What follows belongs to an exercise in optimizing a design on an open flow for small area and a short achievable clock period; a production flow would make more cautious choices. Only simulation tests tie the RTL to the original design; equivalence was not proved.

<file path="design/flow/run.sh">
#!/bin/bash
# synth_recipe.tcl (not shown) runs the flow's synth.tcl, then flattens the netlist and writes it again
# the make line also repeats each setting of config.mk as NAME=value (left out here)
make -C /OpenROAD-flow-scripts/flow DESIGN_CONFIG=/design/flow/config.mk WORK_HOME=/design/flow/orfs CLKGATE_MAP_FILE= SYNTH_SCRIPT=/design/flow/synth_recipe.tcl finish
</file>
<file path="design/flow/config.mk">
export PLATFORM = sky130hd
export DESIGN_NAME = procesadorVonNeumann
export DESIGN_NICKNAME = procesadorVonNeumann
export VERILOG_FILES = /design/flow/design.v
export SDC_FILE = /design/flow/constraint.sdc
export NUM_CORES = 4
export LEC_CHECK = 0
export CAP_MARGIN = 20
export CORE_MARGIN = 2
export CORE_UTILIZATION = 40
export PLACE_DENSITY = 0.6
export SETUP_SLACK_MARGIN = 1.0
export SLEW_MARGIN = 20
</file>
<file path="design/flow/constraint.sdc">
create_clock -name core_clock -period 23.0 [get_ports {clk}]
set_input_delay 4.6000 -clock core_clock [delete_from_list [all_inputs] [get_ports {clk}]]
set_output_delay 4.6000 -clock core_clock [all_outputs]
set_load 0.01 [all_outputs]
</file>
<file path="design/flow/design.v">
module procesadorVonNeumann(
	input wire clk,			   
	input wire reset,		   
	input wire wr,			   
	input wire [5:0] direccion,	   
	input wire [11:0] datoEntrante,    
	output wire [11:0] datoSaliente    
);
parameter NOP   = 4'b0000;  
parameter LOAD  = 4'b0001;  
parameter STORE = 4'b0010;  
parameter ADD   = 4'b0011;  
parameter SUB   = 4'b0100;  
parameter MUL   = 4'b0101;  
parameter DIV   = 4'b0110;  
parameter AND   = 4'b0111;  
parameter OR    = 4'b1000;  
parameter XOR   = 4'b1001;  
parameter NOT   = 4'b1010;  
parameter JMP   = 4'b1011;  
parameter INC   = 4'b1100;  
parameter DEC   = 4'b1101;  
parameter SHL	= 4'b1110;  
parameter SHR   = 4'b1111;  
parameter LARGO_DIRECCION = 6;
parameter LARGO_DATO      = 12;
parameter LARGO_CODIGOOP  = 4;
reg [LARGO_DATO-1:0] acumulador;
reg [LARGO_CODIGOOP-1:0] registroInstruccion;
reg [LARGO_DATO-1:0] memoria [0:63];
reg [LARGO_DIRECCION-1:0] contador;
reg [LARGO_DATO-1:0] direccionOperando;
assign datoSaliente = acumulador;
always @(posedge clk or posedge reset) begin
	if (reset) begin
		acumulador          <= 0;
		registroInstruccion <= NOP;
		contador 	    <= 0;
	end else begin
		if (wr) begin
			memoria[direccion] <= datoEntrante;
		end else begin
			registroInstruccion <= memoria[contador][LARGO_DATO-1:LARGO_DATO-LARGO_CODIGOOP];
			direccionOperando   <= memoria[contador][LARGO_DATO-LARGO_CODIGOOP-1:0];
			case (registroInstruccion)
				NOP:   acumulador = acumulador;
				LOAD:  acumulador = memoria[direccionOperando[LARGO_DIRECCION-1:0]];
				STORE: memoria[direccionOperando[LARGO_DIRECCION-1:0]] = acumulador;
				ADD:   acumulador = acumulador + memoria[direccionOperando[LARGO_DIRECCION-1:0]];
				SUB:   acumulador = acumulador - memoria[direccionOperando[LARGO_DIRECCION-1:0]];
				MUL:   acumulador = acumulador * memoria[direccionOperando[LARGO_DIRECCION-1:0]];
				DIV:   acumulador = (memoria[direccionOperando[LARGO_DIRECCION-1:0]] == 0) ? {LARGO_DATO{1'b1}} : acumulador / memoria[direccionOperando[LARGO_DIRECCION-1:0]];
				AND:   acumulador = acumulador & memoria[direccionOperando[LARGO_DIRECCION-1:0]];
				OR:    acumulador = acumulador | memoria[direccionOperando[LARGO_DIRECCION-1:0]];
				XOR:   acumulador = acumulador ^ memoria[direccionOperando[LARGO_DIRECCION-1:0]];
				NOT:   acumulador = ~memoria[direccionOperando[LARGO_DIRECCION-1:0]][7:0];
				JMP:   contador   = memoria[direccionOperando[LARGO_DIRECCION-1:0]] - 1;
				INC:   acumulador = memoria[direccionOperando[LARGO_DIRECCION-1:0]] + 1;
				DEC:   acumulador = memoria[direccionOperando[LARGO_DIRECCION-1:0]] - 1;
				SHL:   acumulador = memoria[direccionOperando[LARGO_DIRECCION-1:0]] << 1;
				SHR:   acumulador = memoria[direccionOperando[LARGO_DIRECCION-1:0]] >> 1;
			endcase
			contador <= contador + 1;
		end
	end
end
endmodule
</file>
==> results_dict.tcl <==
set metrics [dict create \
    outcome "no timing/DRC/antenna violations" \
    die-area_sq_um 112000 \
    drt_pass1_iterations 7 \
    cap_violations 0 \
    fin_crit_sh 0.924 \
    fmax_mhz 47.1 \
    cp_data_required_time_ns 23.55 \
    period_needed_ns 21.25 \
    hpwl_um 182000 \
    grt_pass1_vias 38641 \
    drc 0 \
    relSlewSlack 0.150 \
    ctsHoldBuffers 0 \
    drtIter0Drc 8315 \
    synth_top_area_frac 0.531 \
    wirelength_um 269000 \
    cts_buffers 87 \
    cpPeakStageDelay_ns 0.53 \
    grt_max_degree 66 \
    synth_cells 3841 \
    synth.top_cells.by_area "edfxtp_1 (53%), nand3_1 (5.6%), ha_1 (4.6%)" \
    final_cell_mix "edfxtp_1 (774), nand3_1 (491), buf_4 (445)" \
    track_usage 0.468 \
    crit-reg2reg-launch "direccionOperando[0]" \
    crit_fanout 24 \
    hold_viol 0 \
    holdPathEnd "contador[4]" \
    start_util 0.402 \
    syn-cell-area_sq_um 43700 \
    ys_seq_elements 796 \
    ys_types 99 \
    grt_pass1_wl_um 352000 \
    ant_nets 0 \
    worst_setup_path_start_kind "register" \
    syn_to_final_growth_pct 21.6 \
    synth_nets 4064 \
    fp-row-count 121 \
    drive_gt1_frac 0.214 \
    viasPerCell 7.48 \
    clock_sinks 796 \
    cp_slowest_cell "edfxtp_1" \
    fin_nets 4424 \
    io_buffers 32 \
    syn_area_per_cell_sq_um 11.4 \
    io_pins 33 \
    tightest_slew_ns 1.27 \
    final_util 0.489 \
    synthFlopType "edfxtp_1" \
    vias 42815 \
    wl_per_cell_um 46.9 \
    cp.arrival_ns 21.80 \
    setup_viol 0 \
    whs_path_depth 2 \
    ys_seq_area_frac 0.544 \
    hp-class "reg -> reg" \
    cts.clk_slew.worst_paths_ns 0.07 \
    gr-total-overflow 0 \
    tns_ns 0 \
    path_class "reg -> reg" \
    hp-start "contador[4]" \
    synth_edf_count 774 \
    htreeDepth 3 \
    yosys_warnings 2 \
    rrSetupSlack_ns 1.75 \
    clock_skew_ns 0.0522 \
    synth_top_area_cell "edfxtp_1" \
    final_max_slew_viol_count 0 \
    die_h_um 335 \
    synth_async_sr_flop_share 0.0276 \
    cts_buffer_depth 3 \
    layout_commonest_cell "edfxtp_1" \
    cts_root_buf "clkbuf_16" \
    fp.dieW_um 335 \
    grt_antenna_before_repair 25 \
    rr_endpoint "acumulador[0]" \
    rsz0062_at_grt "no" \
    core_sq_um 109000 \
    end_kind "register" \
    reg2regPathDepth 112 \
    gp_congestion 1.07 \
    clock_latency_ns 0.73 \
    cts_tree "yes" \
]
state kept, by name, indices dropped and copies added, names as in the netlist:
name	count
acumulador	12
contador	6
direccionOperando	6
memoria	768
registroInstruccion	4
cell families after synthesis:
kind of cell    count (synthesis)  synth area share
flops                         796             0.544
xor+xnor                       78            0.0159
simple gates                 1444             0.171
fa+ha+maj                     202            0.0648
compound gates                876             0.152
mux                            63            0.0156
buf+inv                       382            0.0362
Yosys cell counts (all sizes together), types with 10 or more instances:
library cell and count:
o211ai 12, clkbuf 154, nor3 63, nand4 174, buf 93, dfrtp 22, a222oi 10, o21ai 109
o21bai 19, a22o 81, a21boi 13, a221oi 91, a21oi 74, nor2 267, or4 10, mux2i 26
or2 11, nand2 159, nand3 494, a22oi 210, edfxtp 774, mux2 37, and3 79, inv 133
and2 15, a2111oi 22, nand2b 32, nor4 48, fa 41, o22ai 13, xnor2 60, a32oi 79
or3 16, nor2b 17, a31oi 19, xor2 17, o21a 22, ha 161, a21o 22
per-stage QoR:
stage / hold WS [ns] / instances / cell area, sq um / worst slack [ns]
final: 0.604 / 5723 / 53200 / 1.75
after global routing: 0.657 / 5691 / 53100 / 0.795
after CTS: 0.597 / 5640 / 52000 / 1.02
after detailed placement: 0.576 / 5468 / 48800 / -0.162
after global placement: 0.572 / 5464 / 48700 / -0.499
after floorplan: 0.512 / 3841 / 43800 / 1.02
area by class of cell:
class / count / area [sq um]
Clock inverter: 65 / 731
Timing Repair Buffer: 517 / 4280
Fill cell: 9816 / 55500
Multi-Input combinational cell: 2664 / 19800
Clock buffer: 98 / 2240
Sequential cell: 796 / 23800
Antenna cell: 34 / 85.1
Tap cell: 1414 / 1770
Inverter: 135 / 510
routing by layer:
metal  wire length [um]  vias to the layer above  global-route usage
li1                   -                    16052                   -
met1              94700                    20917               0.583
met2             106000                     4554               0.639
met3              44000                     1280               0.222
met4              23700                       12               0.313
met5                286                        -             0.00608
worst max-delay path by stage:
stage	startpoint	slack (ns)	end	cells after the start
floorplan	direccionOperando[0]	1.02	acumulador[0]	124
global placement	direccionOperando[0]	-0.50	acumulador[0]	115
detailed placement	direccionOperando[0]	-0.16	acumulador[0]	113
CTS	direccionOperando[0]	1.02	acumulador[0]	112
global route	direccionOperando[0]	0.80	acumulador[0]	115
finish	direccionOperando[0]	1.75	acumulador[0]	112
worst max-delay path, delay by kind of cell, from the launching register on:
kind                       cells  cell delay [ns]
adders and majority gates     11             2.99
muxes                          5             1.66
AOI/OAI and AO/OA             64            10.97
buffers and inverters         10             1.31
and+or+nand+nor               22             3.58
DFF                            1             0.53
what timing repair did:
action,CTS,global route
cloned,0,2
buffers inserted,9,45
gates resized for setup,39,155
endpoints found under the setup margin,1,2
pin swaps,11,72

[static timing again, ports no longer ideal]
The results above use ideal ports. As a check the final layout listed here was re-extracted and re-timed, cells and wires unchanged. Step 1 sets driving cells, clkbuf_16 on the clock port and buf_2 on the other inputs (assumed; they add their load-dependent delay and slew). Step 2 times the ports against the registers' clock, not the clock port: input delays grow and output delays shrink by t, the midpoint of the rising clock arrivals with the driver on. Three values: no drivers, after step 1, after step 2; two values: the first two.
t (ns): 0.776
setup WS [ns]: 1.755 / 1.755 / 1.755
worst setup path after step 2: register to register
After both steps setup and hold are still met in this run. The setup slack of this run moves by 0.000 ns with the drivers and by 0.000 ns with both steps.
